Background: an optimization exercise with open tools, aiming at small area, a short achievable clock period and few clock cycles. Do not read the settings as production practice. Only simulation tests tie the RTL to the original design; equivalence was not proved. Power is estimated from default activity; no workload was simulated.

==> design/flow/design.v <==
module mips_pipeline (
    input  wire        clk,
    input  wire        reset,
    output wire [31:0] imem_addr,
    input  wire [31:0] imem_rdata,
    output wire [31:0] dmem_addr,
    output wire [31:0] dmem_wdata,
    output wire        dmem_we,
    output wire        dmem_re,
    input  wire [31:0] dmem_rdata
);
reg  [9:0]  pc;
reg  [31:0] x_a;         
reg  [31:0] x_b;         
reg  [31:0] x_sd;        
reg  [4:0]  x_sh;        
reg  [9:0]  x_target;    
reg  [4:0]  x_dst;
reg         x_inv;
reg         x_sum, x_and, x_or, x_nor, x_slt, x_sll, x_srl;
reg         x_wr_alu, x_wr_ld, x_load, x_store, x_br;
reg  [31:0] m_res;       
reg  [31:0] m_addr;      
reg  [31:0] m_wdata;
reg  [4:0]  m_dst;
reg         m_regwrite;  
reg         m_load;      
reg         m_re, m_we;
wire [31:0] ins = imem_rdata;
wire [5:0]  op  = ins[31:26];
wire [4:0]  rs  = ins[25:21];
wire [4:0]  rt  = ins[20:16];
wire [4:0]  rd  = ins[15:11];
wire [5:0]  fn  = ins[5:0];
wire f_r    = (op == 6'h00);
wire f_radd = f_r & (fn == 6'h20);
wire f_rsub = f_r & (fn == 6'h22);
wire f_rand = f_r & (fn == 6'h24);
wire f_ror  = f_r & (fn == 6'h25);
wire f_rnor = f_r & (fn == 6'h27);
wire f_rslt = f_r & (fn == 6'h2a);
wire f_rsll = f_r & (fn == 6'h00);
wire f_rsrl = f_r & (fn == 6'h02);
wire f_addi = (op == 6'h08);
wire f_andi = (op == 6'h0c);
wire f_ori  = (op == 6'h0d);
wire f_slti = (op == 6'h0a);
wire f_lw   = (op == 6'h23);
wire f_sw   = (op == 6'h2b);
wire f_beq  = (op == 6'h04);
wire f_same = (rs == rt);
wire f_bc   = f_beq & ~f_same;               
wire f_ialu   = f_addi | f_andi | f_ori | f_slti;
wire f_rknown = f_radd | f_rsub | f_rand | f_ror | f_rnor | f_rslt | f_rsll | f_rsrl;
wire [4:0] f_dst = f_r ? rd : rt;
wire f_nz     = (f_dst != 5'd0);
wire f_wr_alu = (f_rknown | f_ialu) & f_nz;
wire f_wr_ld  = f_lw & f_nz;
wire stall = x_wr_ld & ((x_dst == rs) | (x_dst == rt));
wire [9:0] pc1      = pc + 10'd1;
wire [9:0] f_target = pc1 + ins[9:0];
wire       x_taken;
wire [9:0] pc_next  = x_taken ? x_target :
                      stall   ? pc :
                      (f_beq & f_same) ? f_target : pc1;
always @(posedge clk or posedge reset)
  if (reset) pc <= 10'd0;
  else       pc <= pc_next;
assign imem_addr = {20'd0, pc, 2'b00};
wire [31:0] m_val = m_load ? dmem_rdata : m_res;
wire [31:0] rf [0:31];
assign rf[0] = 32'd0;
genvar gi;
generate
  for (gi = 1; gi < 32; gi = gi + 1) begin : g_rf
    reg [31:0] r;
    always @(posedge clk)
      if (m_regwrite && (m_dst == gi)) r <= m_val;
    assign rf[gi] = r;
  end
endgenerate
wire [31:0] res;
wire fwd_a = x_wr_alu & (x_dst == rs);
wire fwd_b = x_wr_alu & (x_dst == rt);
wire byp_a = m_regwrite & (m_dst == rs);
wire byp_b = m_regwrite & (m_dst == rt);
reg [31:0] rf_a, rf_b;
integer k;
always @(*) begin
  rf_a = 32'd0;
  rf_b = 32'd0;
  for (k = 1; k < 32; k = k + 1) begin
    rf_a = rf_a | ({32{rs == k}} & rf[k]);
    rf_b = rf_b | ({32{rt == k}} & rf[k]);
  end
end
wire [31:0] rd_a = fwd_a ? res : byp_a ? m_val : rf_a;
wire [31:0] rd_b = fwd_b ? res : byp_b ? m_val : rf_b;
wire f_inv = f_rsub | f_rslt | f_slti;      
always @(posedge clk) begin
  x_a      <= rd_a;
  x_b      <= (f_r | f_beq ? rd_b : {{16{ins[15]}}, ins[15:0]}) ^ {32{f_inv}};
  x_sd     <= rd_b;
  x_sh     <= ins[10:6];
  x_target <= f_target;
  x_dst    <= f_dst;
  x_inv    <= f_inv;
  x_sum    <= f_radd | f_rsub | f_addi | f_lw | f_sw;
  x_and    <= f_rand | f_andi;
  x_or     <= f_ror | f_ori;
  x_nor    <= f_rnor;
  x_slt    <= f_rslt | f_slti;
  x_sll    <= f_rsll;
  x_srl    <= f_rsrl;
end
wire f_ok = ~x_taken & ~stall;
always @(posedge clk or posedge reset)
  if (reset) begin
    x_wr_alu <= 1'b0;
    x_wr_ld  <= 1'b0;
    x_load   <= 1'b0;
    x_store  <= 1'b0;
    x_br     <= 1'b0;
  end else begin
    x_wr_alu <= f_wr_alu & f_ok;
    x_wr_ld  <= f_wr_ld & f_ok;
    x_load   <= f_lw & f_ok;
    x_store  <= f_sw & f_ok;
    x_br     <= f_bc & f_ok;
  end
wire [31:0] a = x_a;
wire [31:0] b = x_b;
wire [31:0] p0 = a ^ b;
wire [31:0] g0 = a & b;
reg  [31:0] gk, pk, gn, pn;
integer j, d;
always @(*) begin
  gk = g0; pk = p0;
  gk[0] = g0[0] | (p0[0] & x_inv);
  for (d = 1; d < 32; d = d * 2) begin
    gn = gk; pn = pk;
    for (j = d; j < 32; j = j + 1) begin
      gn[j] = gk[j] | (pk[j] & gk[j-d]);
      pn[j] = pk[j] & pk[j-d];
    end
    gk = gn; pk = pn;
  end
end
wire [31:0] c   = {gk[30:0], x_inv};
wire [31:0] sum = p0 ^ c;
wire        lt  = (a[31] == b[31]) ? a[31] : ~c[31];
function [31:0] rev(input [31:0] v);
  integer i;
  for (i = 0; i < 32; i = i + 1) rev[i] = v[31-i];
endfunction
wire [31:0] shin = x_sll ? rev(x_b) : x_b;
wire [31:0] shr  = shin >> x_sh;
reg [31:0] r;
always @(*) begin
  r = 32'd0;
  if (x_sum) r = r | sum;
  if (x_and) r = r | (a & b);
  if (x_or)  r = r | (a | b);
  if (x_nor) r = r | ~(a | b);
  if (x_slt) r = r | {31'd0, lt};
  if (x_sll) r = r | rev(shr);
  if (x_srl) r = r | shr;
end
assign res = r;
assign x_taken = x_br & (x_a == x_b);
always @(posedge clk) begin
  m_res   <= res;
  m_addr  <= sum;
  m_wdata <= x_sd;
  m_dst   <= x_dst;
end
always @(posedge clk or posedge reset)
  if (reset) begin
    m_regwrite <= 1'b0;
    m_load     <= 1'b0;
    m_re       <= 1'b0;
    m_we       <= 1'b0;
  end else begin
    m_regwrite <= x_wr_alu | x_wr_ld;
    m_load     <= x_wr_ld;
    m_re       <= x_load;
    m_we       <= x_store;
  end
assign dmem_addr  = m_addr;
assign dmem_wdata = m_wdata;
assign dmem_we    = m_we;
assign dmem_re    = m_re;
endmodule
==> design/flow/run.sh <==
#!/bin/bash
# synth_recipe.tcl (not shown) runs the flow's synth.tcl, then flattens the netlist and writes it again
# the make line also repeats each setting of config.mk as NAME=value (left out here)
make -C /OpenROAD-flow-scripts/flow DESIGN_CONFIG=/design/flow/config.mk WORK_HOME=/design/flow/orfs CLKGATE_MAP_FILE= SYNTH_SCRIPT=/design/flow/synth_recipe.tcl finish
==> design/flow/config.mk <==
export PLATFORM = sky130hd
export DESIGN_NAME = mips_pipeline
export DESIGN_NICKNAME = mips_pipeline
export VERILOG_FILES = /design/flow/design.v
export SDC_FILE = /design/flow/constraint.sdc
export NUM_CORES = 8
export LEC_CHECK = 0
export CAP_MARGIN = 20
export CORE_MARGIN = 2
export CORE_UTILIZATION = 40
export SETUP_SLACK_MARGIN = 4.4
export SLEW_MARGIN = 20
export TNS_END_PERCENT = 20
==> design/flow/constraint.sdc <==
create_clock -name core_clock -period 7.5 [get_ports {clk}]
set_input_delay 1.5000 -clock core_clock [delete_from_list [all_inputs] [get_ports {clk}]]
set_output_delay 1.5000 -clock core_clock [all_outputs]
set_load 0.01 [all_outputs]
==> results of run 1 <==
kinds of logic (layout without fill, tap and decap cells):
family	Yosys count	after routing	synth area share [%]
AO/OA/AOI/OAI	1377	1377	17.9
XOR/XNOR	93	93	1.42
adder cells (fa/ha/maj)	77	77	1.72
buffers and inverters	474	1131	3.49
flip-flops	1236	1236	60.5
multiplexers	192	192	5.02
other	1	51	0.00653
AND/OR/NAND/NOR	1190	1206	9.89
layer usage:
metal	vias to the layer above	routed length [um]	part of all wire, %	GRT usage, %
li1	19700	-	-	-
met1	25700	97900	30	47.1
met2	6534	125000	39	59.0
met3	2545	56900	18	23.4
met4	22	43200	13	38.8
met5	-	910	0.28	4.17
power by group through the flow:
stage               clock, uW  sequential [uW]  combinational (uW)
global placement            0             8030                2350
CTS                      6790             7880                2760
finish                   6820             7880                3060
detailed placement          0             8030                2360
global route             7060             7900                3140
floorplan                   0             7990                1300
placed cells by master, fill, tap and decap left out, drive strengths merged, types with 114 or more instances in the layout:
master / synthesis / final
inv: 110 / 122
buf: 120 / 639
nand2: 408 / 408
clkdlybuf4s50: 0 / 116
and3: 116 / 116
a22oi: 764 / 764
nand3: 156 / 157
edfxtp: 992 / 992
clkbuf: 242 / 161
dfxtp: 225 / 225
o21ai: 114 / 114
nor2: 224 / 224
area by class of cell:
class / instances / area [um^2]
clock buffers: 155 / 3510
repair inverters: 2 / 27.5
clock inverters: 80 / 915
flip-flops and latches: 1236 / 34900
multi-input cells: 2967 / 24200
inverters: 112 / 440
repair buffers: 782 / 8540
well taps: 1903 / 2380
fillers: 11800 / 68200
diodes: 29 / 72.6
state kept, by name, summed over array words and instances (netlist names), 5 cells and up:
name      flops
g_rf.r      992
m_addr       32
m_res        32
m_wdata      32
x_a          32
x_b          32
x_sd         32
pc           10
x_target     10
m_dst         5
x_dst         5
x_sh          5
through the flow:
step	power, uW	hold WS [ps]	setup slack, ps	utilization (%)
global placement	10400	314	1490	43.4
detailed placement	10400	315	1510	43.4
global route	18100	338	4040	52.4
finish	17800	327	4030	52.4
floorplan	9290	310	3850	-
CTS	17400	330	4140	51.2
timing repair:
action                                  CTS  global route
cloned                                   36             4
setup buffers                           369            59
endpoints found under the setup margin  233           335
gates resized for setup                 655           235
hold buffers                              0             0
pin swaps                               221            95
how the worst max path moves through the flow:
| stage | depth (start not counted) | slack (ps) | start | to |
|---|---|---|---|---|
| 2_1_floorplan | 12 | 3850 | imem_rdata[17] | x_b[4]$_DFF_P_ |
| 3_3_place_gp | 10 | 1490 | imem_rdata[20] | x_b[0]$_DFF_P_ |
| 3_5_place_dp | 10 | 1510 | imem_rdata[20] | x_b[0]$_DFF_P_ |
| 4_1_cts | 11 | 4140 | imem_rdata[1] | pc[9]$_DFFE_PP0P_ |
| 5_1_grt | 13 | 4040 | imem_rdata[17] | x_b[17]$_DFF_P_ |
| 6_report | 11 | 4030 | imem_rdata[20] | x_b[16]$_DFF_P_ |
==> results.yml, run 1 <==
status:
  status: "no timing/DRC/antenna violations"
synthesis:
  synth_top_area_cell: "edfxtp_1"
  yosys-top-cells-area: "edfxtp_1 (52%), a22oi_1 (10%), dfxtp_1 (7.8%), nand2_1 (2.7%), mux4_2 (1.6%)"
  synth.most_common_cell: "edfxtp_1"
  synth_common_cells: "edfxtp_1 (992), a22oi_1 (764), nand2_1 (408)"
  ys.flop_type: "edfxtp_1"
  synth.distinct_cells: 98
  synth_edf_count: 992
  async_reset_ff_share_pct: 1.54
  netlist.area_leader.share_pct: 51.9
  yosysSeqAreaShare_pct: 60.5
  yosys_warnings: 1
  syn_inst: 4640
  ys_ff_latch: 1236
  avgSynthCellArea_um2: 12.4
  synth_area_mm2: 0.0574
grt:
  grt_pass1_vias: 50000
  grt_max_degree: 52
  grt_pass1_wl_um: 429000
  grtUsageTotal_pct: 43.0
  globalRouteOverflowTotal: 0
  antenna_found_initial: 21
clock_network:
  clkLatencyLatePin_ps: 800
  clockBufferDepth: 3
  cts_tree: "done"
  clk_pin_slew_ps: 70
  root_buffer: "clkbuf_16"
  cts.sink_count: 1236
  numCtsBuffers: 131
  htreeDepth: 4
timing:
  rsz0062_at_grt: "true"
  maxSlewViolCount: 0
  fin_skew_ps: 37.1
  fin_crit_sh_pct: 46.3
  hold_violations: 0
  tightest_slew_ps: 1280
  setup_viol: 0
  slew-limit-headroom_pct: 14.6
  max_freq_mhz: 288
  min_period_ps: 3470
  setup_tns_ps: 0
drt:
  drtAntennaViolNets: 0
  vias: 54500
  first_pass_iters: 17
  drt_iter0_drc: 12300
  viasPerCell: 7.49
  wl_per_cell_um: 44.6
  drt-total-wl_um: 324000
  drcViolationCount: 0
worst_setup_path:
  cp-end-kind: "flop"
  r2r_cells: 10
  path_class: "input port to flop"
  path_max_fanout: 11
  r2r_setup_slack_ps: 4200
  r2r-end: "x_a[31]$_DFF_P_"
  start_kind: "input port"
  arrival_ps: 4150
  critPathSlowestCell: "a2111oi_2"
  path_cells: "buf_16, and3b_2, buf_12, and2_4, a2111oi_2, nand3_2, nor4_4, a211o_1, o21ai_2, o21ai_2, xnor2_1"
  slowest_delay_ps: 510
  crit_path_frequent_cell: "o21ai_2"
  worst-path-buf-inv: 2
  worstReg2RegStart: "x_b[22]$_DFF_P_"
  critPathTopFamily: "simple AND/OR/NAND/NOR gates"
  critPathRequiredTime_ps: 8180
die:
  io_pins: 164
  initial_core_util_pct: 40.1
  die_height_um: 383
  die_w_um: 383
  die_area_mm2: 0.147
  core_mm2: 0.143
  fp-row-count: 139
power_and_ir_drop:
  vdd_drop_max_v: 0.000223
  cellLeakagePower_uw: 0.0278
  power_frac_comb_pct: 17.2
  power.density_mw_per_mm2: 237
  pwr-share-seq_pct: 44.4
  switching_share_pct: 27.6
  switching_power_uw: 4900
  internal-power_uw: 12900
  clock_power_share_pct: 38.4
min_path:
  hold_start: "x_sd[10]$_DFF_P_"
  hold_depth: 0
  hold_path_class: "flop to flop"
  holdPathEnd: "m_wdata[10]$_DFF_P_"
cells_and_area:
  final_cells: 7266
  drive_above_1_share_pct: 28.5
  design_area_mm2: 0.0750
  nets: 5375
  syn_to_final_growth_pct: 30.5
place:
  placed_area_mm2: 0.0622
  hpwl_um: 177000
  io_buffers: 141
  gp_congestion: 1.05
  dp_cells: 6534
run:
  maxCapViolations: 0
Testbench counts, summed over its fixed seeds: cycles 23,348.
==> inputs of run 2 (changes only) <==
==> design/flow/flow/run.sh (new file) <==
#!/bin/bash
# Standard layout, with the ports buffered by buf_4 cells instead of the
# default delay-cell buffers.
set -e
export BUFFER_PORTS_ARGS="-buffer_cell sky130_fd_sc_hd__buf_4"
bash standard.sh > standard.log 2>&1
==> design/flow/standard.sh (new file) <==
#!/bin/bash
# synth_recipe.tcl (not shown) runs the flow's synth.tcl, then flattens the netlist and writes it again
# the make line also repeats each setting of config.mk as NAME=value (left out here)
make -C /OpenROAD-flow-scripts/flow DESIGN_CONFIG=/design/flow/config.mk WORK_HOME=/design/flow/orfs CLKGATE_MAP_FILE= SYNTH_SCRIPT=/design/flow/synth_recipe.tcl "${@:-finish}"
--- a/design/flow/config.mk
+++ b/design/flow/config.mk
@@ -10,3 +10,3 @@
 export CORE_UTILIZATION = 40
-export SETUP_SLACK_MARGIN = 4.4
+export SETUP_SLACK_MARGIN = 4.6
 export SLEW_MARGIN = 20
removed: design/flow/run.sh
==> run 2 against run 1 <==
Still clean. Clock power about the same. Die area did not move. First-iteration DRC count up 2.1%. Cell count up 0.87%. Wire length barely moved. Combinational power grew 4%. Critical endpoint is now x_b[22]$_DFF_P_. Largest power group unchanged.
==> results.yml, run 2 <==
clock_network:
  numCtsBuffers: 132
  cts.sink_count: 1236
  clk_pin_slew_ps: 60
  root_buffer: "clkbuf_16"
  cts_hold_buf: 0
  htreeDepth: 4
  clockBufferDepth: 3
  cts_tree: "done"
  clkLatencyLatePin_ps: 840
grt:
  antenna_found_initial: 27
  grt_pass1_wl_um: 424000
  grtUsageTotal_pct: 42.3
  grt_max_degree: 60
  globalRouteOverflowTotal: 0
  grt_pass1_vias: 50100
timing:
  fin_skew_ps: 41.6
  setup_viol: 0
  fin_crit_sh_pct: 45.8
  hold_violations: 0
  worst_slack_ps: 4070
  min_period_ps: 3430
  tightest_slew_ps: 1230
  maxSlewViolCount: 0
  rsz0062_at_grt: "true"
  max_freq_mhz: 291
  slew-limit-headroom_pct: 18.1
  setup_tns_ps: 0
cells_and_area:
  nets: 5431
  largest_register: "g_rf.r"
  final_cell_mix: "edfxtp_1 (992), a22oi_1 (692), buf_4 (570), nand2_1 (398), dfxtp_1 (185)"
  largest_reg_flops: 992
  syn_to_final_growth_pct: 32.6
  drive_above_1_share_pct: 32.8
  mostFrequentLayoutCell: "edfxtp_1"
  fillers: 11600
die:
  core_mm2: 0.143
  die_area_mm2: 0.147
  io_pins: 164
  die_height_um: 383
  die_w_um: 383
  fp-row-count: 139
  initial_core_util_pct: 40.1
min_path:
  hold_depth: 0
  hold_path_class: "flop to flop"
  holdPathEnd: "m_wdata[10]$_DFF_P_"
  hold_start: "x_sd[10]$_DFF_P_"
worst_setup_path:
  path_class: "input port to flop"
  cp-end-kind: "flop"
  path_max_fanout: 12
  worstReg2RegStart: "m_regwrite$_DFF_PP0_"
  start_kind: "input port"
  r2r_cells: 4
  r2r_setup_slack_ps: 4160
  critPathRequiredTime_ps: 8220
  r2r-end: "g_rf[4].r[7]$_DFFE_PP_"
  arrival_ps: 4160
drt:
  drt_iter0_drc: 12500
  viasPerCell: 7.52
  drt-total-wl_um: 324000
  wl_per_cell_um: 44.2
  drtAntennaViolNets: 0
  drcViolationCount: 0
  vias: 55100
  first_pass_iters: 21
place:
  pre_cts_slack_ps: 2000
  io_buffers: 141
  hpwl_um: 173000
  gp_congestion: 1.03
synthesis:
  ys.flop_type: "edfxtp_1"
  async_reset_ff_share_pct: 1.54
  synth.distinct_cells: 98
  synth.most_common_cell: "edfxtp_1"
  yosys-top-cells-area: "edfxtp_1 (52%), a22oi_1 (10%), dfxtp_1 (7.8%), nand2_1 (2.7%), mux4_2 (1.6%)"
  yosysSeqAreaShare_pct: 60.5
  ys_ff_latch: 1236
  synth_common_cells: "edfxtp_1 (992), a22oi_1 (764), nand2_1 (408)"
  syn_inst: 4640
  synth_area_mm2: 0.0574
  synth_top_area_cell: "edfxtp_1"
  synth_edf_count: 992
  netlist.area_leader.share_pct: 51.9
  yosys_warnings: 1
  avgSynthCellArea_um2: 12.4
power_and_ir_drop:
  power.density_mw_per_mm2: 235
  vdd_drop_max_v: 0.000213
  cellLeakagePower_uw: 0.0284
status:
  status: "no timing/DRC/antenna violations"
run:
  maxCapViolations: 0
[run 2: cell counts after synthesis]
No cell type changed its count.
[run 2: worst max path at each step]
| stage | from | to | depth (start not counted) |
|---|---|---|---|
| after global routing | imem_rdata[18] | x_b[23]$_DFF_P_ | 13 |
| after floorplan | imem_rdata[17] | x_b[4]$_DFF_P_ | 12 |
| after global placement | imem_rdata[18] | x_b[22]$_DFF_P_ | 13 |
| final | imem_rdata[18] | x_b[22]$_DFF_P_ | 12 |
| after CTS | imem_rdata[16] | x_b[22]$_DFF_P_ | 13 |
| after detailed placement | imem_rdata[18] | x_b[22]$_DFF_P_ | 13 |
[run 2: cells by family after synthesis]
family / synth area share [%]
AO/OA/AOI/OAI: 17.9
XOR/XNOR: 1.42
adder cells (fa/ha/maj): 1.72
buffers and inverters: 3.49
flip-flops: 60.5
multiplexers: 5.02
other: 0.00653
AND/OR/NAND/NOR: 9.89
[run 2: repair_timing]
item | 4_1_cts | 5_1_grt
cloned | 30 | 11
setup buffers | 368 | 147
setup endpoints to repair | 253 | 243
pin swaps | 211 | 152
gates resized for setup | 648 | 277
[run 2: routing by layer]
layer / share of wire, % / global-route usage (%)
met4: 13 / 37.2
met2: 39 / 59.3
met3: 17 / 22.7
met5: 0.32 / 2.91
met1: 30 / 46.1
[run 2: stage by stage]
step	util (%)	area, um^2	total power, uW	hold WS, ps	instances
2_1_floorplan	-	58600	9290	310	4661
3_3_place_gp	43.0	61500	10300	313	6501
3_5_place_dp	43.0	61500	10300	312	6501
4_1_cts	51.1	73200	17400	327	7138
5_1_grt	53.2	76100	18200	340	7304
6_report	53.2	76200	17900	327	7329
[run 2: cell type report]
type / instances / area, um^2 / share of cell area [%]
multi-input combinational: 2968 / 24800 / 32.6
tap: 1903 / 2380 / 3.13
sequential: 1236 / 34900 / 45.8
timing repair buffer: 838 / 9140 / 12.0
antenna: 33 / 82.6 / 0.108
inverter: 112 / 449 / 0.590
clock inverter: 67 / 754 / 0.990
clock buffer: 172 / 3680 / 4.84
[run 2: power breakdown]
| part | internal (uW) | total (uW) | switching (uW) |
|---|---|---|---|
| sequential | 7670 | 7890 | 216 |
| combinational | 1320 | 3190 | 1860 |
| clock | 3940 | 6840 | 2900 |
[run 2: critical path, stage by stage]
cell,delay [ps]
buf_16,130
buf_4,140
and3_2,380
and3_1,310
a2111oi_4,270
nand3_2,140
nor4_4,550
buf_4,240
a211o_1,150
o21ai_2,70
o21ai_2,140
xnor2_1,130
==> inputs of run 3 (changes only) <==
--- a/design/flow/design.v
+++ b/design/flow/design.v
@@ -98,2 +98,12 @@
 wire [31:0] rd_b = fwd_b ? res : byp_b ? m_val : rf_b;
+wire f_useb  = f_r | f_beq;
+wire s_fwd_p = f_useb & fwd_b & ~f_inv;
+wire s_fwd_n = f_useb & fwd_b &  f_inv;
+wire s_byp   = f_useb & ~fwd_b & byp_b;
+wire s_rf_p  = f_useb & ~fwd_b & ~byp_b & ~f_inv;
+wire s_rf_n  = f_useb & ~fwd_b & ~byp_b &  f_inv;
+wire [31:0] f_immx = {{16{ins[15]}}, ins[15:0]} ^ {32{f_inv}};
+wire [31:0] f_bop = ({32{s_fwd_p}} & res) | ({32{s_fwd_n}} & ~res) |
+                    ({32{s_rf_p}} & rf_b) | ({32{s_rf_n}} & ~rf_b) |
+                    ({32{s_byp}} & (m_val ^ {32{f_inv}})) | ({32{~f_useb}} & f_immx);
 wire f_inv = f_rsub | f_rslt | f_slti;      
@@ -101,3 +111,3 @@
   x_a      <= rd_a;
-  x_b      <= (f_r | f_beq ? rd_b : {{16{ins[15]}}, ins[15:0]}) ^ {32{f_inv}};
+  x_b      <= f_bop;
   x_sd     <= rd_b;
--- a/design/flow/config.mk
+++ b/design/flow/config.mk
@@ -10,2 +10,4 @@
 export CORE_UTILIZATION = 40
+export CTS_CLUSTER_DIAMETER = 60
+export CTS_CLUSTER_SIZE = 30
 export SETUP_SLACK_MARGIN = 4.6
==> run 3 against run 2 <==
Still clean on timing, DRC and antenna. Global-route usage is 3.2 points lower. Sequential share of layout area grew 0.50 points. Core utilization fell by 0.86 points. Sequential power about the same. Combinational power shrank 2%. Via count down 2.1%. Critical endpoint is now x_b[31]$_DFF_P_. Largest cell class unchanged.
==> results.yml, run 3 <==
grt:
  grt_pass1_vias: 48400
  globalRouteOverflowTotal: 0
  grtUsageTotal_pct: 39.2
  antenna_found_initial: 18
  grt_pass1_wl_um: 400000
  grt_max_degree: 65
timing:
  hold_violations: 0
  tightest_slew_ps: 1240
  setup_tns_ps: 0
  setup_viol: 0
  slew-limit-headroom_pct: 17.0
  max_freq_mhz: 298
  hold_ws_ps: 316
  maxSlewViolCount: 0
  fin_skew_ps: 60.3
  min_period_ps: 3360
  rsz0062_at_grt: "true"
  fin_crit_sh_pct: 44.8
drt:
  first_pass_iters: 13
  drt-total-wl_um: 308000
  wl_per_cell_um: 42.6
  drt_iter0_drc: 11800
  drcViolationCount: 0
  vias: 54000
  drtAntennaViolNets: 0
  viasPerCell: 7.47
power_and_ir_drop:
  power.density_mw_per_mm2: 227
  cellLeakagePower_uw: 0.0276
  vdd_drop_max_v: 0.000186
clock_network:
  root_buffer: "clkbuf_16"
  htreeDepth: 3
  cts.sink_count: 1236
  clockBufferDepth: 3
  cts_tree: "done"
  clkLatencyLatePin_ps: 780
  clk_pin_slew_ps: 100
  numCtsBuffers: 96
synthesis:
  async_reset_ff_share_pct: 1.54
  ys.flop_type: "edfxtp_1"
  yosys-top-cells-area: "edfxtp_1 (51%), a22oi_1 (9.7%), dfxtp_1 (7.8%), mux4_2 (2.7%), nand2_1 (2.2%)"
  synth_top_area_cell: "edfxtp_1"
  synth_edf_count: 992
  avgSynthCellArea_um2: 12.3
  synth_common_cells: "edfxtp_1 (992), a22oi_1 (754), nand2_1 (347)"
  yosys_warnings: 1
  syn_inst: 4718
  ys_ff_latch: 1236
  synth_area_mm2: 0.0581
  synth.distinct_cells: 93
  yosysSeqAreaShare_pct: 59.9
  netlist.area_leader.share_pct: 51.3
  synth.most_common_cell: "edfxtp_1"
place:
  dp_cells: 6571
  gp_congestion: 1.00
  placed_area_mm2: 0.0624
  io_buffers: 141
  hpwl_um: 171000
cells_and_area:
  final_cells: 7233
  final_cell_mix: "edfxtp_1 (992), a22oi_1 (693), buf_4 (467), nand2_1 (329), dfxtp_1 (190)"
  mostFrequentLayoutCell: "edfxtp_1"
  drive_above_1_share_pct: 31.5
  largest_register: "g_rf.r"
  fillers: 11800
  design_area_mm2: 0.0753
  syn_to_final_growth_pct: 29.7
  finish.utilization_pct: 52.4
  nets: 5366
  largest_reg_flops: 992
worst_setup_path:
  arrival_ps: 3950
  slowest_delay_ps: 450
  path_max_fanout: 10
  cp-end-kind: "flop"
  critPathSlowestCell: "or3_4"
  path_cells: "buf_16, or3_4, nor2_4, buf_4, buf_6, a22oi_1, nand2_1, nor3_2, a31oi_4, xnor2_2, o221ai_1"
  critPathRequiredTime_ps: 8090
  path_class: "input port to flop"
  start_kind: "input port"
die:
  fp-row-count: 139
  initial_core_util_pct: 40.4
  io_pins: 164
  die_w_um: 385
  core_mm2: 0.144
  die_area_mm2: 0.148
  die_height_um: 385
min_path:
  hold_path_class: "flop to flop"
status:
  status: "no timing/DRC/antenna violations"
run:
  maxCapViolations: 0
-- run 3: path summary, 6_finish.rpt --
| check | slack (ps) | depth (start not counted) | from | to |
|---|---|---|---|---|
| hold reg to reg | 320 | 0 | x_sd[18]$_DFF_P_ | m_wdata[18]$_DFF_P_ |
| setup reg to reg | 4190 | 10 | x_sh[0]$_DFF_P_ | x_b[12]$_DFF_P_ |
| setup / recovery | 4140 | 11 | imem_rdata[18] | x_b[31]$_DFF_P_ |
| max in group asynchronous | 6000 | 2 | reset | pc[1]$_DFFE_PP0P_ |
| min in group asynchronous | 900 | 2 | reset | x_load$_DFF_PP0_ |
| hold / removal | 320 | 0 | x_sd[18]$_DFF_P_ | m_wdata[18]$_DFF_P_ |
-- run 3: critical path, delay by kind of cell --
kind            cells  cell delay [ps]
buf+inv             3              650
compound gates      3              650
xor+xnor            1              200
simple gates        4              910
-- run 3: layout make-up --
| type | count | area, um^2 | area share (%) |
|---|---|---|---|
| Sequential cell | 1236 | 34900 | 46.3 |
| Multi-Input combinational cell | 3024 | 25400 | 33.8 |
| Timing Repair Buffer | 750 | 8290 | 11.0 |
| Clock buffer | 101 | 2490 | 3.31 |
| Tap cell | 1903 | 2380 | 3.16 |
| Clock inverter | 81 | 1360 | 1.81 |
| Inverter | 115 | 442 | 0.586 |
| Antenna cell | 23 | 57.6 | 0.0764 |
-- run 3: report_power, final --
part | switching (uW) | leakage, uW | total, uW | internal (uW)
combinational | 1830 | 0.0144 | 3120 | 1290
clock | 3260 | 0.00185 | 6090 | 2840
sequential | 216 | 0.0113 | 7870 | 7660
total | 5310 | 0.0276 | 17100 | 11800
-- run 3: through the flow --
step	total power (uW)	setup WS [ps]
after floorplan	9320	3870
after global placement	10300	2330
after detailed placement	10400	2320
after CTS	16600	4190
after global routing	17500	4160
final	17100	4140
-- run 3: timing repair --
item,4_1_cts,5_1_grt
setup buffers,261,166
cloned,8,22
endpoints found under the setup margin,170,621
pin swaps,126,182
hold buffers,0,0
gates resized for setup,470,517
-- run 3: logic make-up after synthesis --
group                      synth area share [%]
other                                   0.00646
xor gates and xnor gates                   1.48
AOI/OAI and AO/OA                          18.1
DFF                                        59.9
buffers and inverters                      3.40
adders and majority gates                  1.70
muxes                                      5.12
and+or+nand+nor                            10.3
-- run 3: layer usage --
| metal | GRT usage [%] | share of wire [%] |
|---|---|---|
| met5 | 0.195 | 0.15 |
| met4 | 29.3 | 12 |
| met3 | 18.4 | 17 |
| met2 | 56.2 | 39 |
| met1 | 45.5 | 31 |
Testbench counts of run 3, summed over its fixed seeds: cycles 23,348.
==> inputs of run 4 (changes only) <==
--- a/design/flow/design.v
+++ b/design/flow/design.v
@@ -19,2 +19,3 @@
 reg         x_inv;
+reg         x_fsd;       
 reg         x_sum, x_and, x_or, x_nor, x_slt, x_sll, x_srl;
@@ -58,2 +59,3 @@
 wire f_wr_ld  = f_lw & f_nz;
+wire f_inv    = f_rsub | f_rslt | f_slti;    
 wire stall = x_wr_ld & ((x_dst == rs) | (x_dst == rt));
@@ -97,3 +99,2 @@
 wire [31:0] rd_a = fwd_a ? res : byp_a ? m_val : rf_a;
-wire [31:0] rd_b = fwd_b ? res : byp_b ? m_val : rf_b;
 wire f_useb  = f_r | f_beq;
@@ -108,3 +109,2 @@
                     ({32{s_byp}} & (m_val ^ {32{f_inv}})) | ({32{~f_useb}} & f_immx);
-wire f_inv = f_rsub | f_rslt | f_slti;      
 always @(posedge clk) begin
@@ -112,3 +112,4 @@
   x_b      <= f_bop;
-  x_sd     <= rd_b;
+  x_sd     <= byp_b ? m_val : rf_b;
+  x_fsd    <= fwd_b;
   x_sh     <= ins[10:6];
@@ -183,3 +184,3 @@
   m_addr  <= sum;
-  m_wdata <= x_sd;
+  m_wdata <= x_fsd ? m_res : x_sd;
   m_dst   <= x_dst;
==> run 4 against run 3 <==
Sequential power about the same. Setup slack lost 88 ps. Via count is 0.95% higher. Still clean. Sequential share of layout area is 0.67 points lower. Non-clock buffer count grew 169. Clock skew rose by 2.0 ps. Register-to-register slack is essentially flat. Wire length up 4.4%. Highest routed layer unchanged. Combinational power decreased by 1%. Cell count up 1.5%. Count of clock-buffer cells in the layout increased by 10. First-iteration DRC count fell by 0.57%.
==> results.yml, run 4 <==
status:
  status: "no timing/DRC/antenna violations"
grt:
  antenna_found_initial: 20
  grtUsageTotal_pct: 42.0
  grt_max_degree: 48
  globalRouteOverflowTotal: 0
  grt_pass1_wl_um: 421000
  grt_pass1_vias: 50000
cells_and_area:
  final_cell_mix: "edfxtp_1 (992), a22oi_1 (757), buf_4 (610), nand2_1 (373), dfxtp_1 (179)"
  largest_register: "g_rf.r"
  syn_to_final_growth_pct: 33.4
  multi_input_area_mm2: 0.0250
  regArea_mm2: 0.0349
  largest_reg_flops: 992
  fillers: 11600
  nets: 5476
  drive_above_1_share_pct: 35.4
  mostFrequentLayoutCell: "edfxtp_1"
timing:
  hold_violations: 0
  max_freq_mhz: 290
  fin_crit_sh_pct: 46.0
  setup_tns_ps: 0
  fin_skew_ps: 62.3
  hold_ws_ps: 392
  min_period_ps: 3450
  maxSlewViolCount: 0
  tightest_slew_ps: 1250
  rsz0062_at_grt: "true"
  slew-limit-headroom_pct: 16.8
  setup_viol: 0
drt:
  wl_per_cell_um: 43.9
  viasPerCell: 7.43
  drtAntennaViolNets: 0
  drcViolationCount: 0
  vias: 54500
  first_pass_iters: 14
  drt_iter0_drc: 11800
  drt-total-wl_um: 322000
synthesis:
  ys.flop_type: "edfxtp_1"
  yosys-top-cells-area: "edfxtp_1 (52%), a22oi_1 (11%), dfxtp_1 (7.9%), nand2_1 (2.5%), mux2_2 (2.3%)"
  yosysSeqAreaShare_pct: 60.6
  syn_inst: 4627
  synth_common_cells: "edfxtp_1 (992), a22oi_1 (822), nand2_1 (386)"
  synth_compound_area_share_pct: 18.4
  netlist.area_leader.share_pct: 51.9
  ys_ff_latch: 1237
  avgSynthCellArea_um2: 12.4
  synth.most_common_cell: "edfxtp_1"
  synth_area_mm2: 0.0574
  async_reset_ff_share_pct: 1.54
  synth_top_family_by_area: "compound AO/OA/AOI/OAI gates"
  synth_edf_count: 992
  synth.distinct_cells: 95
  yosys_warnings: 1
  synth_xor_area_share_pct: 1.57
  synthAdderAreaFrac_pct: 1.72
  synth-simple-area-share_pct: 9.05
  synth_mux_area_share_pct: 5.29
  synth_top_area_cell: "edfxtp_1"
clock_network:
  root_buffer: "clkbuf_16"
  numCtsBuffers: 104
  clk_pin_slew_ps: 70
  htreeDepth: 3
  clockBufferDepth: 3
  cts_tree: "done"
  cts_hold_buf: 0
  clkLatencyLatePin_ps: 800
  cts.sink_count: 1237
die:
  io_pins: 164
  die_height_um: 383
  die_area_mm2: 0.146
  core_mm2: 0.142
  fp-row-count: 138
  initial_core_util_pct: 40.4
  die_w_um: 383
power_and_ir_drop:
  power.density_mw_per_mm2: 222
  pwr-share-seq_pct: 46.3
  power_frac_comb_pct: 18.1
  cellLeakagePower_uw: 0.0280
  vdd_drop_max_v: 0.000193
  switching_share_pct: 30.5
  switching_power_uw: 5170
  clock_power_share_pct: 35.6
  internal-power_uw: 11800
  power_uw: 17000
place:
  io_buffers: 141
  gp_congestion: 1.01
  hpwl_um: 182000
worst_setup_path:
  crit_path_frequent_cell: "buf_12"
  path_class: "input port to flop"
  critPathSlowestCell: "nor3_4"
  path_max_fanout: 9
  arrival_ps: 4060
  cp-end-kind: "flop"
  path_cells: "buf_16, buf_12, nand3b_1, buf_4, nor2_4, buf_12, buf_12, buf_4, a221oi_2, nand4_1, nor3_4, a21oi_2, xnor2_1, o221ai_1"
  start_kind: "input port"
  slowest_delay_ps: 540
  critPathRequiredTime_ps: 8120
min_path:
  hold_path_class: "flop to flop"
run:
  maxCapViolations: 0
## run 4: cell types whose count changed in the layout (fill, tap and decap cells not counted), moves of 21 or more
cell,change
mux4_2,-21
nand2_1,+44
buf_4,+143
mux2_2,+45
nand3_1,-44
and3_1,-94
a22oi_1,+64
buf_12,+37
## run 4: repair_timing
action                     4_1_cts  5_1_grt
setup endpoints to repair      225      689
gates cloned                    20        2
pin swaps                      203      201
gates resized for setup        659      371
setup buffers                  418      172
## run 4: routing by layer
layer,GRT usage (%),vias up,wire length [um]
met2,59.2,6535,128000
met4,38.4,26,40900
met3,20.9,2444,55300
met5,3.14,-,498
li1,-,19900,-
met1,45.8,25600,97300
## run 4: worst paths after layout
kind | from | slack [ps] | to | depth (start not counted)
max | imem_rdata[20] | 4050 | x_b[28]$_DFF_P_ | 14
min | x_store$_DFF_PP0_ | 390 | m_we$_DFF_PP0_ | 0
max reg2reg | x_sh[0]$_DFF_P_ | 4180 | x_b[23]$_DFF_P_ | 13
min reg2reg | x_store$_DFF_PP0_ | 390 | m_we$_DFF_PP0_ | 0
max in group asynchronous | reset | 6330 | m_load$_DFF_PP0_ | 3
min in group asynchronous | reset | 840 | pc[0]$_DFFE_PP0P_ | 3
## run 4: final cells by class
class,count,share of cell area [%]
Sequential cell,1237,45.6
Clock inverter,86,1.46
Multi-Input combinational cell,2953,32.6
Timing Repair Buffer,919,13.0
Timing Repair inverter,2,0.0131
Inverter,116,0.615
Antenna cell,25,0.0817
Clock buffer,111,3.52
Tap cell,1890,3.09
## run 4: kinds of logic (layout without fill, tap and decap cells)
| group | Yosys count | count (layout) |
|---|---|---|
| compound gates | 1405 | 1405 |
| flops | 1237 | 1237 |
| simple gates | 1117 | 1123 |
| buf+inv | 464 | 1234 |
| mux | 224 | 224 |
| xor+xnor | 102 | 102 |
| fa+ha+maj | 77 | 77 |
| other cells | 1 | 47 |
## run 4: through the flow
| stage | instances | instance area (um^2) | setup slack (ps) | utilization [%] |
|---|---|---|---|---|
| detailed placement | 6505 | 61800 | 1920 | 43.6 |
| global placement | 6505 | 61800 | 1860 | 43.6 |
| floorplan | 4648 | 58900 | 4180 | - |
| global route | 7315 | 76500 | 4070 | 53.9 |
| CTS | 7140 | 73200 | 4130 | 51.6 |
| finish | 7339 | 76500 | 4050 | 53.9 |
## run 4: worst max-delay path, delay by kind of cell
| kind | cells | cell delay, ps |
|---|---|---|
| buf+inv | 6 | 870 |
| compound gates | 3 | 570 |
| xor+xnor | 1 | 180 |
| simple gates | 4 | 910 |
## run 4: power by group through the flow
stage	clock network (uW)	registers, uW	logic (uW)
after global routing	6280	7870	3140
after detailed placement	0	8020	2180
after floorplan	0	7980	1200
final	6030	7850	3080
after global placement	0	8010	2180
after CTS	6010	7840	2720
Testbench counts of run 4, summed over its fixed seeds: cycles 23,348.
==> inputs of run 5 (changes only) <==
--- a/design/flow/config.mk
+++ b/design/flow/config.mk
@@ -7,2 +7,3 @@
 export LEC_CHECK = 0
+export ABC_AREA = 1
 export CAP_MARGIN = 20
@@ -12,3 +13,3 @@
 export CTS_CLUSTER_SIZE = 30
-export SETUP_SLACK_MARGIN = 4.6
+export SETUP_SLACK_MARGIN = 4.8
 export SLEW_MARGIN = 20
==> run 5 against run 4 <==
The layout now fails its checks (capacitance limit, slew limit). Fmax increased by 12%. Worst hold slack got worse by 38 ps. Clock skew increased by 1.8 ps. Combinational power decreased by 5%. Critical path type unchanged. Largest cell class unchanged.
==> results.yml, run 5 <==
grt:
  grtUsageTotal_pct: 45.3
  grt_pass1_vias: 56200
  grt_max_degree: 66
  grt_pass1_wl_um: 484000
  antenna_found_initial: 39
  globalRouteOverflowTotal: 0
run:
  maxCapViolations: 1
power_and_ir_drop:
  power_uw: 17200
  cellLeakagePower_uw: 0.0319
  vdd_drop_max_v: 0.000181
  power.density_mw_per_mm2: 221
timing:
  fin_crit_sh_pct: 41.1
  min_period_ps: 3080
  tightest_slew_ps: 1600
  slew-limit-headroom_pct: -7.51
  setup_tns_ps: 0
  max_freq_mhz: 325
  hold_violations: 0
  fin_skew_ps: 64.1
  maxSlewViolCount: 6
  setup_viol: 0
  rsz0062_at_grt: "true"
die:
  io_pins: 164
  initial_core_util_pct: 40.3
  die_w_um: 398
  fp-row-count: 144
  core_mm2: 0.154
  die_height_um: 398
  die_area_mm2: 0.158
drt:
  wl_per_cell_um: 38.2
  viasPerCell: 6.54
  drtAntennaViolNets: 0
  drt-total-wl_um: 371000
  drcViolationCount: 0
  first_pass_iters: 23
  drt_iter0_drc: 13900
  vias: 63500
clock_network:
  cts_hold_buf: 0
  root_buffer: "clkbuf_16"
  clk_pin_slew_ps: 70
  numCtsBuffers: 108
  clkLatencyLatePin_ps: 820
  cts.sink_count: 1237
  clockBufferDepth: 3
  cts_tree: "done"
  htreeDepth: 3
place:
  gp_congestion: 1.07
  placed_area_mm2: 0.0659
  io_buffers: 141
  dp_cells: 9045
  hpwl_um: 213000
worst_setup_path:
  arrival_ps: 3730
  start_kind: "input port"
  critPathTopFamily: "simple AND/OR/NAND/NOR gates"
  worst-path-buf-inv: 3
  critPathRequiredTime_ps: 8150
  cp-end-kind: "flop"
  path_class: "input port to flop"
  critPathSlowestCell: "nand2_1"
  path_max_fanout: 10
  slowest_delay_ps: 260
  path_cells: "buf_16, nand2_8, inv_2, nand3_4, inv_4, nand2_1, nand2_1, a21oi_1, nand2_1, nor2_4, nand2_1, nand2_1, nand3b_1, nor2_1, nand3_1"
  crit_path_frequent_cell: "nand2_1"
cells_and_area:
  drive_above_1_share_pct: 19.3
  largest_register: "g_rf.r"
  final_cell_mix: "nand2_1 (1578), edfxtp_1 (992), inv_1 (879), nor2_1 (634), nand3_1 (513)"
  final_cells: 9710
  mostFrequentLayoutCell: "nand2_1"
  largest_reg_flops: 992
  design_area_mm2: 0.0778
  nets: 7666
  syn_to_final_growth_pct: 25.4
min_path:
  hold_path_class: "flop to flop"
synthesis:
  synth_area_mm2: 0.0620
  netlist.area_leader.share_pct: 48.0
  synth.distinct_cells: 59
  syn_inst: 6996
  synth_common_cells: "nand2_1 (1653), edfxtp_1 (992), inv_1 (940)"
  async_reset_ff_share_pct: 1.54
  yosysSeqAreaShare_pct: 56.1
  yosys-top-cells-area: "edfxtp_1 (48%), nand2_1 (10%), dfxtp_1 (7.3%), inv_1 (5.7%), nand3_1 (4.5%)"
  synth_edf_count: 992
  synth.most_common_cell: "nand2_1"
  avgSynthCellArea_um2: 8.86
  yosys_warnings: 1
  ys_ff_latch: 1237
  synth_top_area_cell: "edfxtp_1"
  ys.flop_type: "edfxtp_1"
status:
  status: "finished with violations"
  violations: "capacitance limit, slew limit"
[run 5: changes by cell type in the layout (fill, tap and decap cells not counted), sizes merged, moves of 54 or more]
cell      previous run  this run
a22oi              822        38
nand2              386      1676
mux2i               54         0
o21ai               95       414
and3                60         2
nor2               257       759
mux2               121        32
nand3              115       573
buf                915       653
a222oi              66         0
inv                160       982
clkinvlp            15        75
xnor2               71         8
o22ai                6       414
[run 5: through the flow]
step           hold WS [ps]  util (%)  worst slack [ps]
6_report                354      50.5              4420
5_1_grt                 371      50.4              4480
4_1_cts                 355      49.9              4540
3_5_place_dp            343      42.8              2800
3_3_place_gp            338      42.8              2800
2_1_floorplan           331         -              4570
[run 5: cells by family after synthesis]
family	Yosys count	synth area share, %
compound gates	1094	10.4
xor+xnor	32	0.452
fa+ha+maj	77	1.59
buf+inv	1279	8.49
flops	1237	56.1
mux	32	0.581
other cells	1	0.00605
simple gates	3244	22.4
[run 5: final cells by class]
class / instances / area [um^2]
fillers: 14000 / 76300
flip-flops and latches: 1237 / 34800
multi-input cells: 4509 / 24400
repair buffers: 663 / 7500
inverters: 976 / 4110
clock buffers: 113 / 2770
well taps: 2044 / 2560
clock inverters: 93 / 1290
repair inverters: 28 / 184
diodes: 47 / 118
[run 5: metal layers]
layer | track usage [%] | up-vias | routed length (um)
li1 | - | 24800 | -
met1 | 51.2 | 29600 | 118000
met2 | 62.5 | 6745 | 145000
met3 | 23.1 | 2338 | 63500
met4 | 38.9 | 42 | 43700
met5 | 3.69 | - | 989
[run 5: worst paths after layout]
path | slack (ps) | endpoint | depth (start not counted) | start
setup / recovery | 4420 | x_b[8]$_DFF_P_ | 15 | imem_rdata[19]
hold / removal | 350 | m_re$_DFF_PP0_ | 0 | x_load$_DFF_PP0_
setup reg to reg | 4500 | g_rf[21].r[4]$_DFFE_PP_ | 5 | m_dst[2]$_DFF_P_
hold reg to reg | 350 | m_re$_DFF_PP0_ | 0 | x_load$_DFF_PP0_
max in group asynchronous | 6090 | pc[9]$_DFFE_PP0P_ | 2 | reset
min in group asynchronous | 890 | m_we$_DFF_PP0_ | 2 | reset
[run 5: power breakdown]
| part | leakage (uW) | internal, uW | switching (uW) |
|---|---|---|---|
| Clock | 0.00195 | 3110 | 3310 |
| Combinational | 0.0186 | 932 | 2000 |
| Sequential | 0.0113 | 7700 | 180 |
[run 5: timing repair]
action,4_1_cts,5_1_grt
setup endpoints to repair,1121,623
resized for setup,754,64
buffers inserted,311,49
cloned,46,5
pin swaps,115,26
==> inputs of run 6 (changes only) <==
--- a/design/flow/design.v
+++ b/design/flow/design.v
@@ -12,2 +12,3 @@
 reg  [9:0]  pc;
+reg  [9:0]  pc_o;        
 reg  [31:0] x_a;         
@@ -26,2 +27,3 @@
 reg  [4:0]  m_dst;
+reg  [31:1] m_we_oh;     
 reg         m_regwrite;  
@@ -70,3 +72,5 @@
   else       pc <= pc_next;
-assign imem_addr = {20'd0, pc, 2'b00};
+always @(posedge clk)
+  pc_o <= reset ? 10'd0 : pc_next;
+assign imem_addr = {20'd0, pc_o, 2'b00};
 wire [31:0] m_val = m_load ? dmem_rdata : m_res;
@@ -79,3 +83,3 @@
     always @(posedge clk)
-      if (m_regwrite && (m_dst == gi)) r <= m_val;
+      if (m_we_oh[gi]) r <= m_val;
     assign rf[gi] = r;
@@ -190,2 +194,3 @@
     m_regwrite <= 1'b0;
+    m_we_oh    <= 31'd0;
     m_load     <= 1'b0;
@@ -195,2 +200,3 @@
     m_regwrite <= x_wr_alu | x_wr_ld;
+    for (k = 1; k < 32; k = k + 1) m_we_oh[k] <= (x_wr_alu | x_wr_ld) & (x_dst == k);
     m_load     <= x_wr_ld;
==> run 6 against run 5 <==
The layout still fails its checks (capacitance limit, slew limit). Die area up 2.4%. Clock power up 3.3%. Wire length down 0.19%. Count of clock-buffer cells in the layout up 11. Highest routed layer unchanged.
==> results.yml, run 6 <==
grt:
  grtUsageTotal_pct: 44.0
  grt_max_degree: 66
  antenna_found_initial: 42
  globalRouteOverflowTotal: 0
  grt_pass1_vias: 56100
  grt_pass1_wl_um: 481000
drt:
  drtAntennaViolNets: 0
  vias: 63300
  drt_iter0_drc: 12500
  viasPerCell: 6.46
  drcViolationCount: 0
  first_pass_iters: 13
  drt-total-wl_um: 370000
  wl_per_cell_um: 37.8
cells_and_area:
  largest_reg_flops: 992
  final_cell_mix: "nand2_1 (1747), edfxtp_1 (992), inv_1 (879), nor2_1 (686), nand3_1 (531)"
  mostFrequentLayoutCell: "nand2_1"
  drive_above_1_share_pct: 17.1
  regArea_mm2: 0.0359
  multi_input_area_mm2: 0.0243
  largest_register: "g_rf.r"
  final_cells: 9792
  syn_to_final_growth_pct: 21.9
  fillers: 14700
  nets: 7713
synthesis:
  synth_compound_area_share_pct: 9.60
  synthAdderAreaFrac_pct: 1.55
  synth_mux_area_share_pct: 0.567
  syn_inst: 7195
  synth_xor_area_share_pct: 0.428
  avgSynthCellArea_um2: 8.83
  yosysSeqAreaShare_pct: 56.3
  yosys_warnings: 1
  synth.distinct_cells: 56
  synth.most_common_cell: "nand2_1"
  synth_top_family_by_area: "simple AND/OR/NAND/NOR gates"
  netlist.area_leader.share_pct: 46.9
  synth-simple-area-share_pct: 23.2
  async_reset_ff_share_pct: 3.91
  yosys-top-cells-area: "edfxtp_1 (47%), nand2_1 (11%), dfxtp_1 (7.4%), inv_1 (5.5%), nand3_1 (4.6%)"
  ys_ff_latch: 1278
  synth_edf_count: 992
  ys.flop_type: "edfxtp_1"
  synth_common_cells: "nand2_1 (1815), edfxtp_1 (992), inv_1 (923)"
  synth_area_mm2: 0.0635
  synth_top_area_cell: "edfxtp_1"
worst_setup_path:
  r2r_cells: 4
  cp-end-kind: "flop"
  path_cells: "buf_8, inv_4, nand2_4, nor2_4, nand2_2, buf_8, o22ai_1, inv_1, nand4_1, inv_1, nand4_1, nand3_2, nand2_1"
  worst-path-buf-inv: 5
  critPathRequiredTime_ps: 8150
  worstSetupPathDepth: 13
  path_class: "input port to flop"
  critPathSlowestCell: "nand4_1"
  arrival_ps: 3780
  path_max_fanout: 20
  start_kind: "input port"
  critPathTopFamily: "simple AND/OR/NAND/NOR gates"
  slowest_delay_ps: 520
power_and_ir_drop:
  power_uw: 17600
  power.density_mw_per_mm2: 227
  cellLeakagePower_uw: 0.0322
  vdd_drop_max_v: 0.000202
timing:
  fin_skew_ps: 47.1
  min_period_ps: 3140
  setup_tns_ps: 0
  rsz0062_at_grt: "true"
  slew-limit-headroom_pct: -28.7
  fin_crit_sh_pct: 41.8
  tightest_slew_ps: 1910
  max_freq_mhz: 319
  worst_slack_ps: 4360
  maxSlewViolCount: 18
  setup_viol: 0
  hold_violations: 0
min_path:
  hold_depth: 0
  hold_path_class: "flop to flop"
die:
  core_mm2: 0.158
  fp-row-count: 146
  die_area_mm2: 0.162
  die_height_um: 402
  die_w_um: 402
  io_pins: 164
  initial_core_util_pct: 40.2
clock_network:
  numCtsBuffers: 114
  root_buffer: "clkbuf_16"
  clk_pin_slew_ps: 70
  cts_tree: "done"
  htreeDepth: 3
  clkLatencyLatePin_ps: 810
  clockBufferDepth: 3
  cts.sink_count: 1278
status:
  violations: "capacitance limit, slew limit"
  status: "finished with violations"
place:
  pre_cts_slack_ps: 2580
  hpwl_um: 214000
  io_buffers: 141
  gp_congestion: 1.08
  dp_cells: 9241
run:
  maxCapViolations: 3
==> run 6: cell count changes after synthesis, sizes merged, moves of 11 or more <==
cell / delta
nand2: +170
nand3: +22
nor2: +23
a221oi: +12
o21ai: +53
o22ai: -94
dfrtp: +31
buf: +16
a211oi: +23
or2: +11
a22oi: -18
==> run 6: final cells by class <==
class                           count  share of cell area, %
Multi-Input combinational cell   4668                   31.5
Clock inverter                     94                   1.58
Tap cell                         2072                   3.35
Sequential cell                  1278                   46.4
Clock buffer                      124                   3.79
Timing Repair Buffer              528                   7.88
Antenna cell                       48                  0.155
Inverter                          966                   5.31
Timing Repair inverter             14                  0.108
==> run 6: per-stage QoR <==
stage | util, % | hold WS, ps | instance area, um^2
floorplan | - | 326 | 64500
global placement | 42.5 | 337 | 67100
detailed placement | 42.5 | 347 | 67100
CTS | 48.3 | 357 | 76400
global route | 48.9 | 363 | 77300
finish | 49.0 | 355 | 77400
==> run 6: worst paths after layout <==
check	startpoint	end	slack, ps
setup / recovery	imem_rdata[24]	x_a[28]$_DFF_P_	4360
hold / removal	x_store$_DFF_PP0_	m_we$_DFF_PP0_	350
setup reg to reg	m_load$_DFF_PP0_	g_rf[16].r[30]$_DFFE_PP_	4430
hold reg to reg	x_store$_DFF_PP0_	m_we$_DFF_PP0_	350
max in group asynchronous	reset	m_we_oh[17]$_DFF_PP0_	5920
min in group asynchronous	reset	pc[2]$_DFF_PP0_	680
==> run 6: where the power goes <==
part | switching, uW | internal (uW)
clock network | 3400 | 3220
registers | 181 | 7900
logic | 1990 | 916
==> run 6: repair_timing <==
item,4_1_cts,5_1_grt
hold buffers,0,0
hold endpoints to repair,0,0
pin swaps,78,29
setup endpoints to repair,704,678
gates cloned,27,9
resized for setup,598,89
setup buffers,206,38
==> run 6: per-layer routing <==
metal,vias to the layer above,global-route usage (%),wire (um)
met4,24,37.9,40700
met1,29900,50.7,120000
li1,25000,-,-
met2,6358,61.7,148000
met3,2008,19.6,60200
met5,-,2.47,810
==> run 6: cell families (layout without fill, tap and decap cells) <==
family	count (synthesis)	in the layout
and+or+nand+nor	3455	3460
DFF	1278	1278
buffers and inverters	1275	1726
AOI/OAI and AO/OA	1046	1046
adders and majority gates	77	77
muxes	32	32
xor gates and xnor gates	31	31
other	1	70
Testbench counts of run 6, summed over its fixed seeds: cycles 23,348.
==> inputs of run 7 (changes only) <==
--- a/design/flow/design.v
+++ b/design/flow/design.v
@@ -24,3 +24,2 @@
 reg  [31:0] m_res;       
-reg  [31:0] m_addr;      
 reg  [31:0] m_wdata;
@@ -187,3 +186,2 @@
   m_res   <= res;
-  m_addr  <= sum;
   m_wdata <= x_fsd ? m_res : x_sd;
@@ -205,3 +203,3 @@
   end
-assign dmem_addr  = m_addr;
+assign dmem_addr  = m_res;
 assign dmem_wdata = m_wdata;
==> design/flow/flow/run.sh (replaced) <==
#!/bin/bash
# Standard layout, with the ports buffered by buf_4 cells instead of the
# default delay-cell buffers, and without gate cloning in timing repair
# (a clone can overload its driver after the last design repair).
set -e
export BUFFER_PORTS_ARGS="-buffer_cell sky130_fd_sc_hd__buf_4"
export SKIP_GATE_CLONING=1
bash standard.sh > standard.log 2>&1
==> run 7 against run 6 <==
The run now finishes clean. Sequential share of layout area is 2.1 points lower. Highest routed layer unchanged. Core utilization is 2.1 points higher. Count of clock-buffer cells in the layout is 7 lower. Die area is 1.2% lower. Critical path type unchanged. Worst hold slack better by 2.7 ps.
==> results.yml, run 7 <==
timing:
  rsz0062_at_grt: "true"
  fin_crit_sh_pct: 42.8
  slew-limit-headroom_pct: 17.2
  hold_ws_ps: 358
  max_freq_mhz: 312
  maxSlewViolCount: 0
  hold_violations: 0
  min_period_ps: 3210
  setup_tns_ps: 0
  setup_viol: 0
  fin_skew_ps: 64.7
  tightest_slew_ps: 1240
synthesis:
  avgSynthCellArea_um2: 8.84
  synth.most_common_cell: "nand2_1"
  async_reset_ff_share_pct: 4.01
  ys.flop_type: "edfxtp_1"
  synth_top_area_cell: "edfxtp_1"
  synth_area_mm2: 0.0627
  synth_common_cells: "nand2_1 (1652), inv_1 (1015), edfxtp_1 (992)"
  yosys_warnings: 1
  synth_edf_count: 992
  syn_inst: 7097
  yosys-top-cells-area: "edfxtp_1 (47%), nand2_1 (9.9%), dfxtp_1 (6.5%), inv_1 (6.1%), nand3_1 (4.8%)"
  yosysSeqAreaShare_pct: 56.0
  netlist.area_leader.share_pct: 47.5
  synth.distinct_cells: 59
  ys_ff_latch: 1246
power_and_ir_drop:
  internal-power_uw: 11600
  pwr-share-seq_pct: 46.0
  power.density_mw_per_mm2: 214
  vdd_drop_max_v: 0.000189
  clock_power_share_pct: 37.4
  switching_share_pct: 31.7
  power_frac_comb_pct: 16.6
  cellLeakagePower_uw: 0.0333
  switching_power_uw: 5400
cells_and_area:
  nets: 7802
  largest_register: "g_rf.r"
  drive_above_1_share_pct: 20.4
  final_cells: 9896
  syn_to_final_growth_pct: 27.0
  largest_reg_flops: 992
  final_cell_mix: "nand2_1 (1554), edfxtp_1 (992), inv_1 (956), nor2_1 (658), nand3_1 (524)"
  fillers: 14100
  finish.utilization_pct: 51.1
  mostFrequentLayoutCell: "nand2_1"
clock_network:
  cts_tree: "done"
  clk_pin_slew_ps: 70
  cts_hold_buf: 0
  numCtsBuffers: 110
  clkLatencyLatePin_ps: 840
  htreeDepth: 3
  cts.sink_count: 1246
  clockBufferDepth: 3
  root_buffer: "clkbuf_16"
grt:
  grtUsageTotal_pct: 45.0
  use_met1_pct: 50.7
  grt_pass1_wl_um: 485000
  grt_max_degree: 67
  globalRouteOverflowTotal: 0
  groute.layer.met3.usage_pct: 22.4
  antenna_found_initial: 52
  grt_pass1_vias: 57300
  grt.busiest_layer: "met2"
  grt_use_met2_pct: 62.3
place:
  dp_cells: 9131
  gp_congestion: 1.05
  io_buffers: 141
  hpwl_um: 210000
drt:
  drtAntennaViolNets: 0
  wl_per_cell_um: 37.9
  viasPerCell: 6.61
  vias: 65400
  drt_iter0_drc: 13900
  drt-total-wl_um: 375000
  first_pass_iters: 22
  drcViolationCount: 0
worst_setup_path:
  r2r_cells: 13
  critPathRequiredTime_ps: 8250
  arrival_ps: 3960
  cp-end-kind: "flop"
  path_max_fanout: 11
  setup.worst_path.start: "imem_rdata[22]"
  r2r-end: "x_a[17]$_DFF_P_"
  start_kind: "input port"
  path_class: "input port to flop"
  path_cells: "buf_16, inv_8, nor2_1, nand3_4, buf_12, o22ai_1, nor2_1, nand4_1, nand3b_1, nand2_1, nand2_1"
  critPathSlowestCell: "nand3b_1"
  worstReg2RegStart: "x_a[10]$_DFF_P_"
  slowest_delay_ps: 660
  worst-path-buf-inv: 3
  critPathTopFamily: "simple AND/OR/NAND/NOR gates"
  r2r_setup_slack_ps: 4680
die:
  die_w_um: 400
  die_height_um: 400
  die_area_mm2: 0.160
  initial_core_util_pct: 40.2
  io_pins: 164
  core_mm2: 0.156
  fp-row-count: 145
min_path:
  hold_start: "x_store$_DFF_PP0_"
  holdPathEnd: "m_we$_DFF_PP0_"
  hold_path_class: "flop to flop"
  hold_depth: 0
status:
  status: "no timing/DRC/antenna violations"
run:
  maxCapViolations: 0
[run 7: cell count changes after synthesis, sizes merged, moves of 11 or more]
| cell | before | now |
|---|---|---|
| o22ai | 320 | 431 |
| dfxtp | 236 | 204 |
| a211oi | 44 | 20 |
| or2 | 49 | 15 |
| and2 | 15 | 3 |
| a221oi | 32 | 21 |
| nor2 | 779 | 761 |
| inv | 961 | 1050 |
| buf | 235 | 247 |
| o21ai | 467 | 413 |
| nand2 | 1841 | 1677 |
| nand3 | 595 | 612 |
[run 7: final cells by class]
cell class | instances | area, um^2 | area share (%)
Tap cell | 2058 | 2570 | 3.23
Antenna cell | 81 | 203 | 0.254
Inverter | 1057 | 4450 | 5.59
Clock inverter | 93 | 1150 | 1.45
Multi-Input combinational cell | 4500 | 24100 | 30.3
Sequential cell | 1246 | 35300 | 44.3
Timing Repair Buffer | 744 | 9000 | 11.3
Clock buffer | 117 | 2840 | 3.57
[run 7: stage by stage]
step                area (um^2)  power, uW  setup WS, ps
floorplan                 63200       9220          4550
finish                    79700      17000          4290
detailed placement        66100      10100          2570
global route              79500      17400          4490
CTS                       77000      16600          4590
global placement          66000      10100          2580
[run 7: worst max-delay path by stage]
stage                              endpoint  depth (start not counted)  slack (ps)
floorplan                pc_o[6]$_SDFF_PP0_                         12        4550
global placement             x_b[8]$_DFF_P_                         14        2580
detailed placement           x_b[8]$_DFF_P_                         14        2570
CTS                 g_rf[3].r[31]$_DFFE_PP_                          4        4590
global route                 x_a[3]$_DFF_P_                         11        4490
finish                       x_a[3]$_DFF_P_                         11        4290
[run 7: cell families (layout without fill, tap and decap cells)]
kind of cell               Yosys count  after routing  share of synthesized area, %
buffers and inverters             1372           2011                          9.11
adders and majority gates           77             77                          1.57
and+or+nand+nor                   3263           3263                          22.3
DFF                               1246           1246                          56.0
AOI/OAI and AO/OA                 1087           1087                          10.2
other                                1            103                       0.00598
xor gates and xnor gates            21             21                         0.293
muxes                               30             30                         0.539
[run 7: what timing repair did]
item,in CTS,in global routing
setup endpoints to repair,821,396
pin swaps,123,146
gates resized for setup,742,295
setup buffers,360,113
[run 7: metal layers]
layer / vias up / part of all wire [%]
met5: - / 0.27
met1: 30400 / 32
met4: 45 / 12
li1: 25200 / -
met3: 2582 / 17
met2: 7148 / 39
[run 7: power by group through the flow]
| stage | clock network, uW | logic (uW) | registers, uW |
|---|---|---|---|
| global route | 6580 | 2930 | 7850 |
| detailed placement | 0 | 2160 | 7990 |
| global placement | 0 | 2140 | 7990 |
| finish | 6380 | 2820 | 7840 |
| floorplan | 0 | 1310 | 7910 |
| CTS | 6310 | 2470 | 7830 |
Testbench counts of run 7, summed over its fixed seeds: cycles 23,348.
==> inputs of run 8 (changes only) <==
==> design/flow/flow/run.sh (replaced) <==
#!/bin/bash
# Standard layout with three changes:
#  - ports buffered by buf_4 cells instead of the default delay-cell buffers;
#  - no gate cloning in timing repair (a clone can overload its driver after
#    the last design repair);
#  - timing repair aims at a setup margin of 4.8 ns up to clock tree synthesis
#    and 4.65 ns after global routing.
set -e
export BUFFER_PORTS_ARGS="-buffer_cell sky130_fd_sc_hd__buf_4"
export SKIP_GATE_CLONING=1
SETUP_SLACK_MARGIN=4.8 bash standard.sh cts > standard_cts.log 2>&1
SETUP_SLACK_MARGIN=4.65 bash standard.sh > standard_finish.log 2>&1
--- a/design/flow/config.mk
+++ b/design/flow/config.mk
@@ -13,3 +13,2 @@
 export CTS_CLUSTER_SIZE = 30
-export SETUP_SLACK_MARGIN = 4.8
 export SLEW_MARGIN = 20
==> run 8 against run 7 <==
Still clean. Die area did not move. Worst hold slack barely moved. Wire length fell by 1.8%. Global-route usage did not move. Critical endpoint is now x_a[9]$_DFF_P_.
==> results.yml, run 8 <==
status:
  status: "no timing/DRC/antenna violations"
worst_setup_path:
  path_max_fanout: 11
  critPathSlowestCell: "nand4_1"
  slowest_delay_ps: 540
  path_class: "input port to flop"
  critPathRequiredTime_ps: 8190
  path_cells: "buf_16, buf_6, nand3_2, buf_8, o22ai_1, nor4_2, nand4_1, nand2_1, nand2_1"
  r2r_cells: 7
  cp-end-kind: "flop"
  crit_path_frequent_cell: "nand2_1"
  start_kind: "input port"
  arrival_ps: 3730
drt:
  viasPerCell: 6.56
  wl_per_cell_um: 37.6
  drtAntennaViolNets: 0
  drt_iter0_drc: 13100
  drcViolationCount: 0
  first_pass_iters: 15
  vias: 64200
  drt-total-wl_um: 368000
timing:
  fin_crit_sh_pct: 40.5
  fin_skew_ps: 76.5
  max_freq_mhz: 329
  tightest_slew_ps: 1230
  slew-limit-headroom_pct: 17.7
  min_period_ps: 3040
  setup_tns_ps: 0
  maxSlewViolCount: 0
  hold_violations: 0
  rsz0062_at_grt: "true"
  hold_ws_ps: 358
  setup_viol: 0
cells_and_area:
  nets: 7728
  largest_reg_flops: 992
  largest_register: "g_rf.r"
  final_cell_mix: "nand2_1 (1581), edfxtp_1 (992), inv_1 (959), nor2_1 (677), nand3_1 (545)"
  syn_to_final_growth_pct: 24.3
  multi_input_area_mm2: 0.0236
  mostFrequentLayoutCell: "nand2_1"
  regArea_mm2: 0.0353
  fillers: 14400
  finish.utilization_pct: 50.0
  drive_above_1_share_pct: 18.3
die:
  initial_core_util_pct: 40.2
  io_pins: 164
  fp-row-count: 145
  die_w_um: 400
  die_area_mm2: 0.160
  die_height_um: 400
  core_mm2: 0.156
min_path:
  hold_path_class: "flop to flop"
  hold_depth: 0
synthesis:
  ys_ff_latch: 1246
  async_reset_ff_share_pct: 4.01
  netlist.area_leader.share_pct: 47.5
  avgSynthCellArea_um2: 8.84
  synth.distinct_cells: 59
  syn_inst: 7097
  synth_top_area_cell: "edfxtp_1"
  synth_common_cells: "nand2_1 (1652), inv_1 (1015), edfxtp_1 (992)"
  synth_edf_count: 992
  synth.most_common_cell: "nand2_1"
  yosysSeqAreaShare_pct: 56.0
  yosys-top-cells-area: "edfxtp_1 (47%), nand2_1 (9.9%), dfxtp_1 (6.5%), inv_1 (6.1%), nand3_1 (4.8%)"
  synth_area_mm2: 0.0627
  ys.flop_type: "edfxtp_1"
  yosys_warnings: 1
clock_network:
  clkLatencyLatePin_ps: 850
  clockBufferDepth: 3
  numCtsBuffers: 110
  cts_tree: "done"
  cts_hold_buf: 0
  root_buffer: "clkbuf_16"
  htreeDepth: 3
  cts.sink_count: 1246
  clk_pin_slew_ps: 70
place:
  hpwl_um: 210000
  io_buffers: 141
  gp_congestion: 1.05
grt:
  antenna_found_initial: 43
  grt_pass1_wl_um: 485000
  globalRouteOverflowTotal: 0
  grtUsageTotal_pct: 45.0
  grt_max_degree: 67
  grt_pass1_vias: 57300
power_and_ir_drop:
  power.density_mw_per_mm2: 217
  vdd_drop_max_v: 0.000185
  cellLeakagePower_uw: 0.0326
run:
  maxCapViolations: 0
==> run 8: worst max-delay path: cells and delay by family <==
family	cells	cell delay, ps
compound gates	1	130
buf+inv	3	570
simple gates	5	1450
==> run 8: final cells by class <==
class	count	share of cell area [%]
clock buffer	117	3.64
inverter	1057	5.68
multi-input combinational	4500	30.2
sequential	1246	45.3
timing repair buffer	670	10.2
clock inverter	93	1.48
tap	2058	3.30
antenna	57	0.183
==> run 8: worst paths after layout <==
kind / slack [ps] / startpoint / endpoint
min in group asynchronous: 630 / reset / m_re$_DFF_PP0_
worst min-delay path: 360 / x_store$_DFF_PP0_ / m_we$_DFF_PP0_
worst max-delay path: 4460 / imem_rdata[25] / x_a[9]$_DFF_P_
worst min register to register: 360 / x_store$_DFF_PP0_ / m_we$_DFF_PP0_
max in group asynchronous: 5980 / reset / m_we_oh[16]$_DFF_PP0_
worst max register to register: 4600 / m_load$_DFF_PP0_ / x_b[14]$_DFF_P_
==> run 8: layer usage <==
layer	GRT usage [%]	vias to the layer above	wire (um)
met1	50.7	30000	117000
met4	39.3	41	43900
met2	62.3	6826	145000
met5	3.66	-	1100
met3	22.4	2342	61600
li1	-	25000	-
==> run 8: cell families after synthesis <==
logic type,count (synthesis),synth area share [%]
and+or+nand+nor,3263,22.3
adders and majority gates,77,1.57
AOI/OAI and AO/OA,1087,10.2
muxes,30,0.539
DFF,1246,56.0
other,1,0.00598
xor gates and xnor gates,21,0.293
buffers and inverters,1372,9.11
==> run 8: what timing repair did <==
item / in CTS / in global routing
pin swaps: 123 / 47
resized for setup: 742 / 100
endpoints found under the setup margin: 821 / 221
setup buffers: 360 / 39
cloned: 0 / 0
==> run 8: metrics by stage <==
stage          std cells  setup WS, ps  power, uW  cell area [um^2]
2_1_floorplan       7118          4550       9220             63200
3_3_place_gp        9129          2580      10100             66000
3_5_place_dp        9131          2570      10100             66100
4_1_cts             9701          4590      16600             77000
5_1_grt             9747          4520      17200             77800
6_report            9798          4460      16900             78000
==> run 8: report_power, final <==
part | total (uW) | internal, uW | switching (uW)
clock | 6370 | 3060 | 3300
sequential | 7840 | 7660 | 184
combinational | 2680 | 850 | 1830

Re-timed with assumed drivers on the ports (clkbuf_16 on the clock, buf_2 on other inputs), run 8 has 4.470 ns of setup slack against 4.463 ns with ideal ports, and 3.579 ns once port delays also move by the mid clock arrival of 0.894 ns.
